From an optimization exercise on the open Yosys and OpenROAD flow, aimed at small area, a short achievable clock period and few clock cycles; shortcuts taken in it are not production practice.
In this exercise RTL edits were held to simulation tests only and were not proved equivalent to the original.
Power and IR drop assume default switching activity.

Design riscv_top, start of the top module:
module riscv_top #(
    parameter IM_DEPTH = 64,
    parameter RF_DEPTH = 32,
    parameter SM_DEPTH = 32
) (
    input  logic clk_100MHz,
    input  logic reset,
    input  logic Memory_Initialization,
    input  logic [($clog2(IM_DEPTH<<2))-1:0] writeAddr_IM,
    input  logic [31:0] writeData_IM,
    input  logic writeEn_IM,
    input  logic [($clog2(SM_DEPTH<<2))-1:0] writeAddr_SM_TB,
    input  logic [31:0] writeData_SM_TB,
    input  logic writeEn_SM_TB,
    output logic        rf_we,
    output logic [4:0]  rf_waddr,
    output logic [31:0] rf_wdata,
    output logic        sm_we,
    output logic [4:0]  sm_waddr,
    output logic [31:0] sm_wdata
);
  localparam R_TYPE = 7'b0110011;
  localparam I_TYPE = 7'b0010011;
  localparam LOAD   = 7'b0000011;
  localparam STORE  = 7'b0100011;
    logic        rst_q, mi_q;
    logic        im_we_q;
    logic [5:0]  im_wa_q;
    logic [25:0] im_wd_q;
    logic        sm_we_q;
    logic [4:0]  sm_wa_q;
    logic [31:0] sm_wd_q;
    logic [6:0]  in_op;
    logic [31:0] in_m;
    assign in_op = writeData_IM[6:0];
    always_comb begin
        in_m = writeData_IM;
        if (in_op == LOAD) begin
            in_m[14:12] = 3'd0;
        end else if (in_op == STORE) begin
            in_m[14:12] = 3'd1;
        end else if (in_op != I_TYPE) begin
            in_m[29:27] = writeData_IM[14:12];
            in_m[14:12] = 3'd2;
            if (in_op != R_TYPE) in_m[11:7] = 5'd0;
        end
    end
    assign rst_q   = reset;
    assign mi_q    = Memory_Initialization;
    assign im_we_q = writeEn_IM;
    assign im_wa_q = writeAddr_IM[7:2];
    assign im_wd_q = {in_m[31:7], in_op == I_TYPE};
    assign sm_we_q = writeEn_SM_TB;
    assign sm_wa_q = writeAddr_SM_TB[6:2];
    assign sm_wd_q = writeData_SM_TB;
    logic run;
    assign run = ~rst_q & ~mi_q;
    logic [25:0] imem [0:63];
    logic [25:0] im_rd;
    logic [5:0]  pc;
    always_comb begin
        im_rd = '0;
        for (int k = 0; k < 64; k++) im_rd = im_rd | (imem[k] & {26{pc == k}});
    end
    always_ff @(posedge clk_100MHz) begin
        if (im_we_q) imem[im_wa_q] <= im_wd_q;
    end
    logic [25:0] ir;
    logic        vD;
    logic [31:0] a_x, b_x;
    logic [4:0]  rd_x, addr_x;
    logic        we_x, st_x, ld_x;
    logic        k_add, k_inv, k_sll, k_sr, k_sra, k_slt, k_sltu, k_xor, k_or, k_and;
    logic [31:0] r_w;
  ...
Size in the first run: roughly 10000 cells after synthesis, ~3900 flip-flops, roughly 160000 um^2 of cells after synthesis.
export LEC_CHECK = 0
export CAP_MARGIN = 20
export CORE_MARGIN = 2
export CORE_UTILIZATION = 45
export CTS_CLUSTER_DIAMETER = 80
export CTS_CLUSTER_SIZE = 25
export SLEW_MARGIN = 20
create_clock -name core_clock -period 10.0 [get_ports {clk_100MHz}]
standard.sh (not shown) runs the stock make flow with config.mk's settings and CLKGATE_MAP_FILE= SYNTH_SCRIPT=/design/flow/synth_recipe.tcl, a recipe that flattens the netlist after the stock synthesis.
==> flow/flow/run.sh <==
#!/bin/bash
set -euo pipefail
MARGIN=6.5
bash standard.sh synth > synth.log 2>&1
bash standard.sh "BUFFER_PORTS_ARGS=-buffer_cell sky130_fd_sc_hd__buf_4" "SETUP_SLACK_MARGIN=$MARGIN" finish > layout.log 2>&1
The baseline produced a clean layout.
Testbench counts at the start, summed over its fixed seeds: cycles 9,420.
Rerun with:
--- a/flow/flow/run.sh
+++ b/flow/flow/run.sh
@@ -3 +3 @@
-MARGIN=6.5
+MARGIN=7
The changed run finished clean. Combinational power came out higher by a quarter to a third. Final area came out higher by a little under a tenth. Non-clock buffer count increases by 627. Sequential power stays flat. Critical path depth goes down by 11.

---

## the reference run
riscv_top, a different RTL version from the one above (not shown whole).
Size: ~9800 cells after synthesis, about 160 I/O pins, about 160000 um2 of cells after synthesis.
==> flow/config.mk <==
export PLATFORM = sky130hd
export DESIGN_NAME = riscv_top
export DESIGN_NICKNAME = riscv_top
export VERILOG_FILES = /design/flow/design.v
export SDC_FILE = /design/flow/constraint.sdc
export NUM_CORES = 4
export LEC_CHECK = 0
export CAP_MARGIN = 20
export CORE_MARGIN = 2
export CORE_UTILIZATION = 45
export CTS_CLUSTER_DIAMETER = 80
export CTS_CLUSTER_SIZE = 20
export SLEW_MARGIN = 20
==> flow/constraint.sdc <==
create_clock -name core_clock -period 10.0 [get_ports {clk_100MHz}]
set_input_delay 2.0000 -clock core_clock [delete_from_list [all_inputs] [get_ports {clk_100MHz}]]
set_output_delay 2.0000 -clock core_clock [all_outputs]
set_load 0.01 [all_outputs]
==> flow/flow/run.sh <==
#!/bin/bash
set -euo pipefail
MARGIN=6.3
bash standard.sh synth > synth.log 2>&1
bash standard.sh "BUFFER_PORTS_ARGS=-buffer_cell sky130_fd_sc_hd__buf_4" "SETUP_SLACK_MARGIN=$MARGIN" finish > layout.log 2>&1
Testbench counts of the reference run, summed over its fixed seeds: cycles 9,420.
Changes in the trial run relative to the reference run:
# the reference run
export LEC_CHECK = 0
export CAP_MARGIN = 20
export CORE_MARGIN = 2
export CORE_UTILIZATION = 45
export CTS_CLUSTER_DIAMETER = 80
export CTS_CLUSTER_SIZE = 20
export SLEW_MARGIN = 20
create_clock -name core_clock -period 10.0 [get_ports {clk_100MHz}]
# the trial run
export LEC_CHECK = 0
export CAP_MARGIN = 20
export CORE_MARGIN = 2
export CORE_UTILIZATION = 45
export CTS_CLUSTER_DIAMETER = 80
export CTS_CLUSTER_SIZE = 25
export SLEW_MARGIN = 20
create_clock -name core_clock -period 10.0 [get_ports {clk_100MHz}]
==> flow/flow/run.sh <==
#!/bin/bash
set -euo pipefail
MARGIN=6.5
bash standard.sh synth > synth.log 2>&1
bash standard.sh "BUFFER_PORTS_ARGS=-buffer_cell sky130_fd_sc_hd__buf_4" "SETUP_SLACK_MARGIN=$MARGIN" finish > layout.log 2>&1
==> comparison <==
Nothing crashed in the trial run and all stages finished; the problem is that the final layout failed, the offending checks being antenna violations.
As far as horizontal die dimension goes, the trial run and the reference run are indistinguishable; the numbers are identical.
In the flow results for the reference run and the trial run, the logic depth of the worst register-to-register path is larger on the trial run.
Delta (the trial run minus the reference run): internal power summed over all cells went down, wire length of the first global-routing pass went up, post-route minimum period went down.
Compared with the reference run, in the trial run cell area after layout now sits at about the same level, clock power now sits lower, final critical-path setup slack now sits higher, total track usage now sits at about the same level, area added between synthesis and finish now sits higher.
Summary of the comparison: critical path depth is higher in the trial run, relative to the reference run.

## separate check: timing with driven ports
The flow's constraints put no driver on any port. The routed layouts listed below were extracted and timed again, unchanged, in two steps. Step 1 sets driving cells, clkbuf_16 on the clock port and buf_2 on the other inputs (assumed; they add their load-dependent delay and slew). Step 2 adds t to the input delays and takes it off the output delays; t is the mean of the earliest and latest rising clock arrival at the registers after step 1. Input paths then give back, and output paths get back, about the clock's delay inside the block. Three values: ideal, step 1, step 2; two values: the first two.
| run | t, ns | setup WS [ns] | latest minus earliest clock arrival (ns) | slew at the worst register clock pin (ns) | cell pins on the clock port's net |
|---|---|---|---|---|---|
| the first run of note 1 | 1.058 | 6.273 / 6.229 / 5.476 | 0.083 / 0.083 | 0.11 / 0.11 | 1 |
| the second run of note 1 | 1.091 | 6.323 / 6.208 / 5.888 | 0.136 / 0.136 | 0.11 / 0.11 | 1 |
| the reference run | 1.109 | 6.102 / 6.102 / 5.269 | 0.105 / 0.105 | 0.10 / 0.10 | 1 |
| the trial run | 1.085 | 6.109 / 6.109 / 5.510 | 0.116 / 0.116 | 0.11 / 0.11 | 1 |
The setup slack of the reference run, which loses most, moves by 0.000 ns with the drivers and by -0.833 ns with both steps.
